This design comes from an exercise in tuning for small area, a short achievable clock period and few clock cycles per item on the open sky130 flow, not from production work. Function was checked by simulation only, so behaviour that the tests miss may differ from the original. Power and IR drop assume default switching activity.

==> design.v <==
module Fib
(
  input  clk,
  input  reset,
  input signed [32-1 : 0] fib_n,
  output signed [64-1 : 0] fib_return,
  output  fib_busy,
  input  fib_req
);
  wire  clk_sig;
  wire  reset_sig;
  wire signed [32-1 : 0] fib_n_sig;
  reg signed [64-1 : 0] fib_return_sig;
  reg  fib_busy_sig;
  wire  fib_req_sig;
  reg signed [32-1 : 0] fib_n_0000;
  wire signed [32-1 : 0] fib_n_local = 0;
  reg signed [64-1 : 0] fib_cur_0001;
  reg signed [64-1 : 0] fib_next_0005;
  reg signed [32-1 : 0] fib_i_0009;
  reg  binary_expr_00012;
  reg signed [32-1 : 0] unary_expr_00015;
  reg signed [64-1 : 0] fib_tmp_0016;
  reg signed [64-1 : 0] binary_expr_00017;
  wire  fib_req_flag;
  wire  fib_req_local = 1'b0;
  wire  tmp_0001;
  localparam fib_method_IDLE = 32'd0;
  localparam fib_method_S_0000 = 32'd1;
  localparam fib_method_S_0001 = 32'd2;
  localparam fib_method_S_0002 = 32'd3;
  localparam fib_method_S_0005 = 32'd4;
  localparam fib_method_S_0006 = 32'd5;
  localparam fib_method_S_0007 = 32'd6;
  localparam fib_method_S_0008 = 32'd7;
  localparam fib_method_S_0009 = 32'd8;
  localparam fib_method_S_0010 = 32'd9;
  localparam fib_method_S_0011 = 32'd10;
  localparam fib_method_S_0012 = 32'd11;
  localparam fib_method_S_0014 = 32'd12;
  localparam fib_method_S_0015 = 32'd13;
  localparam fib_method_S_0016 = 32'd14;
  localparam fib_method_S_0017 = 32'd15;
  reg [31:0] fib_method;
  reg signed [32-1 : 0] fib_method_delay;
  reg  fib_req_flag_d;
  wire  fib_req_flag_edge;
  wire  tmp_0002;
  wire  tmp_0003;
  wire  tmp_0004;
  wire  tmp_0005;
  wire  tmp_0006;
  wire  tmp_0007;
  wire  tmp_0008;
  wire  tmp_0009;
  wire  tmp_0010;
  wire  tmp_0011;
  wire signed [32-1 : 0] tmp_0012;
  wire  tmp_0013;
  wire signed [32-1 : 0] tmp_0014;
  wire signed [64-1 : 0] tmp_0015;
  assign clk_sig = clk;
  assign reset_sig = reset;
  assign fib_n_sig = fib_n;
  assign fib_return = fib_return_sig;
  always @(posedge clk) begin
    if(reset == 1'b1) begin
      fib_return_sig <= 0;
    end else begin
      if (fib_method == fib_method_S_0016) begin
        fib_return_sig <= fib_cur_0001;
      end
    end
  end
  assign fib_busy = fib_busy_sig;
  always @(posedge clk) begin
    if(reset == 1'b1) begin
      fib_busy_sig <= 1'b1;
    end else begin
      if (fib_method == fib_method_S_0000) begin
        fib_busy_sig <= 1'b0;
      end else if (fib_method == fib_method_S_0001) begin
        fib_busy_sig <= tmp_0005;
      end
    end
  end
  assign fib_req_sig = fib_req;
  assign tmp_0001 = fib_req_local | fib_req_sig;
  assign tmp_0002 = ~fib_req_flag_d;
  assign tmp_0003 = fib_req_flag & tmp_0002;
  assign tmp_0004 = fib_req_flag | fib_req_flag_d;
  assign tmp_0005 = fib_req_flag | fib_req_flag_d;
  assign tmp_0006 = binary_expr_00012 == 1'b1 ? 1'b1 : 1'b0;
  assign tmp_0007 = binary_expr_00012 == 1'b0 ? 1'b1 : 1'b0;
  assign tmp_0008 = fib_method != fib_method_S_0000 ? 1'b1 : 1'b0;
  assign tmp_0009 = fib_method != fib_method_S_0001 ? 1'b1 : 1'b0;
  assign tmp_0010 = tmp_0009 & fib_req_flag_edge;
  assign tmp_0011 = tmp_0008 & tmp_0010;
  assign tmp_0012 = fib_req_sig == 1'b1 ? fib_n_sig : fib_n_local;
  assign tmp_0013 = fib_i_0009 < fib_n_0000 ? 1'b1 : 1'b0;
  assign tmp_0014 = fib_i_0009 + 32'sh00000001;
  assign tmp_0015 = fib_next_0005 + fib_tmp_0016;
  always @(posedge clk) begin
    if(reset == 1'b1) begin
      fib_method <= fib_method_IDLE;
      fib_method_delay <= 32'h0;
    end else begin
      case (fib_method)
        fib_method_IDLE : begin
          fib_method <= fib_method_S_0000;
        end
        fib_method_S_0000 : begin
          fib_method <= fib_method_S_0001;
        end
        fib_method_S_0001 : begin
          if (tmp_0004 == 1'b1) begin
            fib_method <= fib_method_S_0002;
          end
        end
        fib_method_S_0002 : begin
          fib_method <= fib_method_S_0005;
        end
        fib_method_S_0005 : begin
          fib_method <= fib_method_S_0006;
        end
        fib_method_S_0006 : begin
          if (tmp_0006 == 1'b1) begin
            fib_method <= fib_method_S_0011;
          end else if (tmp_0007 == 1'b1) begin
            fib_method <= fib_method_S_0007;
          end
        end
        fib_method_S_0007 : begin
          fib_method <= fib_method_S_0016;
        end
        fib_method_S_0008 : begin
          fib_method <= fib_method_S_0009;
        end
        fib_method_S_0009 : begin
          fib_method <= fib_method_S_0010;
        end
        fib_method_S_0010 : begin
          fib_method <= fib_method_S_0005;
        end
        fib_method_S_0011 : begin
          fib_method <= fib_method_S_0012;
        end
        fib_method_S_0012 : begin
          fib_method <= fib_method_S_0014;
        end
        fib_method_S_0014 : begin
          fib_method <= fib_method_S_0015;
        end
        fib_method_S_0015 : begin
          fib_method <= fib_method_S_0008;
        end
        fib_method_S_0016 : begin
          fib_method <= fib_method_S_0000;
        end
        fib_method_S_0017 : begin
          fib_method <= fib_method_S_0000;
        end
      endcase
      fib_req_flag_d <= fib_req_flag;
      if(tmp_0008 & tmp_0010 == 1'b1) begin
        fib_method <= fib_method_S_0001;
      end
    end
  end
  always @(posedge clk) begin
    if(reset == 1'b1) begin
      fib_n_0000 <= 0;
    end else begin
      if (fib_method == fib_method_S_0001) begin
        fib_n_0000 <= tmp_0012;
      end
    end
  end
  always @(posedge clk) begin
    if(reset == 1'b1) begin
      fib_cur_0001 <= 64'sh0000000000000000;
    end else begin
      if (fib_method == fib_method_S_0002) begin
        fib_cur_0001 <= 64'sh0000000000000000;
      end else if (fib_method == fib_method_S_0012) begin
        fib_cur_0001 <= fib_next_0005;
      end
    end
  end
  always @(posedge clk) begin
    if(reset == 1'b1) begin
      fib_next_0005 <= 64'sh0000000000000001;
    end else begin
      if (fib_method == fib_method_S_0002) begin
        fib_next_0005 <= 64'sh0000000000000001;
      end else if (fib_method == fib_method_S_0014) begin
        fib_next_0005 <= binary_expr_00017;
      end
    end
  end
  always @(posedge clk) begin
    if(reset == 1'b1) begin
      fib_i_0009 <= 32'sh00000000;
    end else begin
      if (fib_method == fib_method_S_0002) begin
        fib_i_0009 <= 32'sh00000000;
      end else if (fib_method == fib_method_S_0009) begin
        fib_i_0009 <= unary_expr_00015;
      end
    end
  end
  always @(posedge clk) begin
    if(reset == 1'b1) begin
      binary_expr_00012 <= 1'b0;
    end else begin
      if (fib_method == fib_method_S_0005) begin
        binary_expr_00012 <= tmp_0013;
      end
    end
  end
  always @(posedge clk) begin
    if(reset == 1'b1) begin
      unary_expr_00015 <= 0;
    end else begin
      if (fib_method == fib_method_S_0008) begin
        unary_expr_00015 <= tmp_0014;
      end
    end
  end
  always @(posedge clk) begin
    if(reset == 1'b1) begin
      fib_tmp_0016 <= 0;
    end else begin
      if (fib_method == fib_method_S_0011) begin
        fib_tmp_0016 <= fib_cur_0001;
      end
    end
  end
  always @(posedge clk) begin
    if(reset == 1'b1) begin
      binary_expr_00017 <= 0;
    end else begin
      if (fib_method == fib_method_S_0012) begin
        binary_expr_00017 <= tmp_0015;
      end
    end
  end
  assign fib_req_flag = tmp_0001;
  assign fib_req_flag_edge = tmp_0003;
endmodule
==> run.sh <==
#!/bin/bash
# synth_recipe.tcl (not shown) runs the flow's synth.tcl, then flattens the netlist and writes it again
# the make line also repeats each setting of config.mk as NAME=value (left out here)
make -C /OpenROAD-flow-scripts/flow DESIGN_CONFIG=/design/flow/config.mk WORK_HOME=/design/flow/orfs CLKGATE_MAP_FILE= SYNTH_SCRIPT=/design/flow/synth_recipe.tcl finish
==> config.mk <==
export PLATFORM = sky130hd
export DESIGN_NAME = Fib
export DESIGN_NICKNAME = Fib
export VERILOG_FILES = /design/flow/design.v
export SDC_FILE = /design/flow/constraint.sdc
export NUM_CORES = 4
export LEC_CHECK = 0
export CAP_MARGIN = 20
export CORE_MARGIN = 2
export CORE_UTILIZATION = 40
export SLEW_MARGIN = 20
==> constraint.sdc <==
create_clock -name core_clock -period 5.0 [get_ports {clk}]
set_input_delay 1.0000 -clock core_clock [delete_from_list [all_inputs] [get_ports {clk}]]
set_output_delay 1.0000 -clock core_clock [all_outputs]
set_load 0.01 [all_outputs]
==> results.txt <==
[how the worst max path moves through the flow]
stage | to | cells past startpoint
floorplan | binary_expr_00017[58] | 12
global placement | fib_next_0005[0] | 5
detailed placement | fib_next_0005[41] | 5
CTS | binary_expr_00017[58] | 12
global route | binary_expr_00017[60] | 12
finish | binary_expr_00017[58] | 12
[registers in the layout, indices dropped and copies added, names as in the netlist]
name               count
fib_n_0000            32
unary_expr_00015      32
fib_busy_sig           1
fib_i_0009            32
fib_cur_0001          64
fib_method             4
fib_tmp_0016          64
fib_req_flag_d         1
fib_return_sig        64
binary_expr_00012      1
fib_next_0005         64
binary_expr_00017     64
[power by group]
group          internal, mW  switching [mW]
clock                  2.40            1.42
combinational        0.0924           0.207
sequential             3.40          0.0320
[stage by stage]
stage               instance area, um2  std cells  util (%)  setup slack (ps)
floorplan                        19500       2530         -              2120
global placement                 20900       3115      43.5              1480
detailed placement               20900       3115      43.5              1430
CTS                              22600       3202      47.2              1630
global route                     22700       3203      47.2              1430
finish                           22700       3203      47.2              1610
[layer usage]
layer  routed length (um)  up-vias  track usage [%]
li1                     -     8626                -
met1                23900     8015             27.3
met2                23500      374             34.0
met3                 2370       84             2.83
met4                 1170        2             6.02
met5                    8        -                0
[final cells by class]
class,instances,area [um2],share of cell area [%]
tap,615,769,3.40
clock buffer,67,1430,6.33
inverter,55,206,0.911
sequential,423,8480,37.4
clock inverter,20,304,1.34
multi-input combinational,1902,10300,45.4
timing repair buffer,121,1180,5.21
[cells by family (layout without fill, tap and decap cells)]
kind of cell	after synthesis	after routing	synth area share (%)
compound gates	670	670	20.0
simple gates	1049	1049	22.2
xor+xnor	85	85	3.82
buf+inv	205	263	4.16
flops	423	423	43.5
fa+ha+maj	96	96	6.21
mux	2	2	0.103
[worst max-delay path: cells and delay by family (launching register included)]
family | cells | cell delay, ps
DFF | 1 | 330
AOI/OAI and AO/OA | 7 | 1660
adders and majority gates | 2 | 650
and+or+nand+nor | 3 | 620
[cells in the mapped netlist (6+ instances only)]
library cell and count:
sky130_fd_sc_hd__xor2_1 34, sky130_fd_sc_hd__a211oi_1 38, sky130_fd_sc_hd__or3_1 7, sky130_fd_sc_hd__o21bai_1 13, sky130_fd_sc_hd__nand3_1 67, sky130_fd_sc_hd__inv_1 54
sky130_fd_sc_hd__nor3_1 20, sky130_fd_sc_hd__dfxtp_1 422, sky130_fd_sc_hd__o211ai_1 6, sky130_fd_sc_hd__clkbuf_1 131, sky130_fd_sc_hd__o21ai_0 58, sky130_fd_sc_hd__nand2b_1 11
sky130_fd_sc_hd__xnor2_1 51, sky130_fd_sc_hd__nand4_1 25, sky130_fd_sc_hd__a22o_1 13, sky130_fd_sc_hd__nor2b_1 12, sky130_fd_sc_hd__ha_1 95, sky130_fd_sc_hd__nand2_1 763
sky130_fd_sc_hd__a21oi_1 451, sky130_fd_sc_hd__buf_2 8, sky130_fd_sc_hd__nor2_1 101, sky130_fd_sc_hd__a21o_1 40, sky130_fd_sc_hd__and3_1 13
==> results.yml <==
yosys:
  synthesis.instances: 2530
  synth-seq-cells: 423
  yosysWarningCount: 1
  post_synthesis_net_count: 2661
  ys_types: 76
  yosysSeqAreaShare_pct: 43.5
  largest_cells_by_area_after_synthesis: "sky130_fd_sc_hd__dfxtp_1 43%, sky130_fd_sc_hd__nand2_1 15%, sky130_fd_sc_hd__a21oi_1 12%"
  netlist_area_mm2: 0.0195
  synth-edff-count: 1
  synth.top_cell.area_share_pct: 43.4
  yosysTopAreaCell: "sky130_fd_sc_hd__dfxtp_1"
  yosys_most_used_dff: "sky130_fd_sc_hd__dfxtp_1"
  synth_async_sr_flop_share_pct: 0
  mean_area_per_synthesized_cell_um2: 7.70
global_routing:
  grt_overflow_total: 0
  grt_pass1_vias: 16600
  antenna_found_initial: 1
  grt_use_total_pct: 20.3
  grt_pass1_wl_um: 85500
  pin_count_of_the_biggest_net_entering_global_routing: 107
sta:
  timing.max_slew.rel_slack_pct: 29.7
  period_minus_slack_ps: 3390
  worstMarginPinSlew_ps: 1050
  timing.final.setup_violations: 0
  finClkSkew_ps: 15.8
  setup_tns_ps: 0
  final_count_of_pins_violating_max_slew: 0
  hold_ws_ps: 449
  final_worst_path_cycle_share_pct: 67.8
  finalHoldViolCount: 0
  timing.fmax_ghz: 0.295
  grt_setup_unrepaired: "false"
finish:
  layout.cells.most_common: "sky130_fd_sc_hd__nand2_1"
  design.final.nets: 2682
  insertedDiodeCount: 0
  post_route_cells_drive_above_1_share_pct: 5.29
  syn_to_final_growth_pct: 16.3
  most-common-layout-cells: "759 x sky130_fd_sc_hd__nand2_1, 451 x sky130_fd_sc_hd__a21oi_1, 422 x sky130_fd_sc_hd__dfxtp_1, 98 x sky130_fd_sc_hd__nor2_1, 98 x sky130_fd_sc_hd__clkdlybuf4s50_1"
  fillers: 4761
clock_network:
  tritoncts: "built"
  cts.repair_timing.setup_buffer_count: 0
  h-tree-depth: 2
  post_cts_hold_buffer_count: 0
  cts_buffer_depth: 3
  cts_buffers: 48
  cts-root-buf: "sky130_fd_sc_hd__clkbuf_16"
  clock_latency_ps: 580
  clk_pin_slew_worst_paths_ps: 60
  clock_sink_count: 423
  post_cts_resized: 0
drt:
  viasPerCell: 5.34
  firstDrtPassIters: 5
  drc: 0
  avgRoutedWirePerCell_um: 15.9
  first_iter_violations: 1058
  wirelength_um: 50900
  antenna_violating_nets_post_route: 0
  vias: 17100
power:
  power.leakage_nw: 7.96
  power_density_mw_per_mm2: 334
  worst_ir_drop_vdd_uv: 221
  power_mw: 7.55
critical_path:
  endpoint_kind: "flip-flop"
  crit_path_max_fanout: 5
  timing.critical_path.from: "fib_next_0005[0]"
  required_ps: 5460
  slowest_delay_ps: 410
  crit-reg2reg-launch: "fib_next_0005[0]"
  timing.reg2reg.worst_path_depth: 12
  crit_arrival_ps: 3850
  timing.critical_path.from_type: "flip-flop"
  cp_cell_sequence: "ha_1 > fa_1 > a21oi_1 > nand4b_1 > a211oi_1 > nor2_1 > o211ai_2 > o21ai_2 > o2111ai_4 > a31o_2 > or2_1 > a32o_1"
  slowest_stage: "sky130_fd_sc_hd__fa_1"
  worst-setup-path-type: "flip-flop to flip-flop"
  crit-reg2reg-capture: "binary_expr_00017[58]"
  rrSetupSlack_ps: 1610
min_path:
  timing.hold.worst_endpoint: "fib_i_0009[4]"
  min_path_type: "flip-flop to flip-flop"
  min_path_cells: 2
  hold_start: "unary_expr_00015[4]"
placed_design:
  finalWeightedCongestion: 0.851
  port-buffer-count: 99
  hpwlAfterDp_um: 33400
run:
  max_capacitance_violation_count: 0
floorplan:
  die_area_mm2: 0.0505
  initial_utilization_pct: 40.6
  die_w_um: 225
  dieHeight_um: 225
  design.portCount: 100
  coreArea_mm2: 0.0479
  placementRows: 80
status:
  status: "finished clean"
Testbench counts, summed over its fixed seeds: cycles 446,377, requests 1,024.

## what the ideal ports hide
The flow's constraints put no driver on any port. The routed layout listed below was extracted and timed again, unchanged, in two steps.
Step 1 sets driving cells, clkbuf_16 on the clock port and buf_2 on the other inputs (assumed; they add their load-dependent delay and slew).
Step 2 moves the port delays by t, midway between the first and last clock arrival at a register: inputs arrive t later, outputs are due t later. That takes back most of the time a late clock gives input paths.
Three values: no drivers, after step 1, after step 2; two values: the first two.
shift t [ns]: 0.624
setup slack, ns: 1.612 / 1.612 / 1.371
worst slew at a driven data input, ns: 0.06
After both steps setup and hold are still met in this run. For this run, drivers alone change the setup slack by 0.000 ns; drivers and shift together by -0.241 ns.
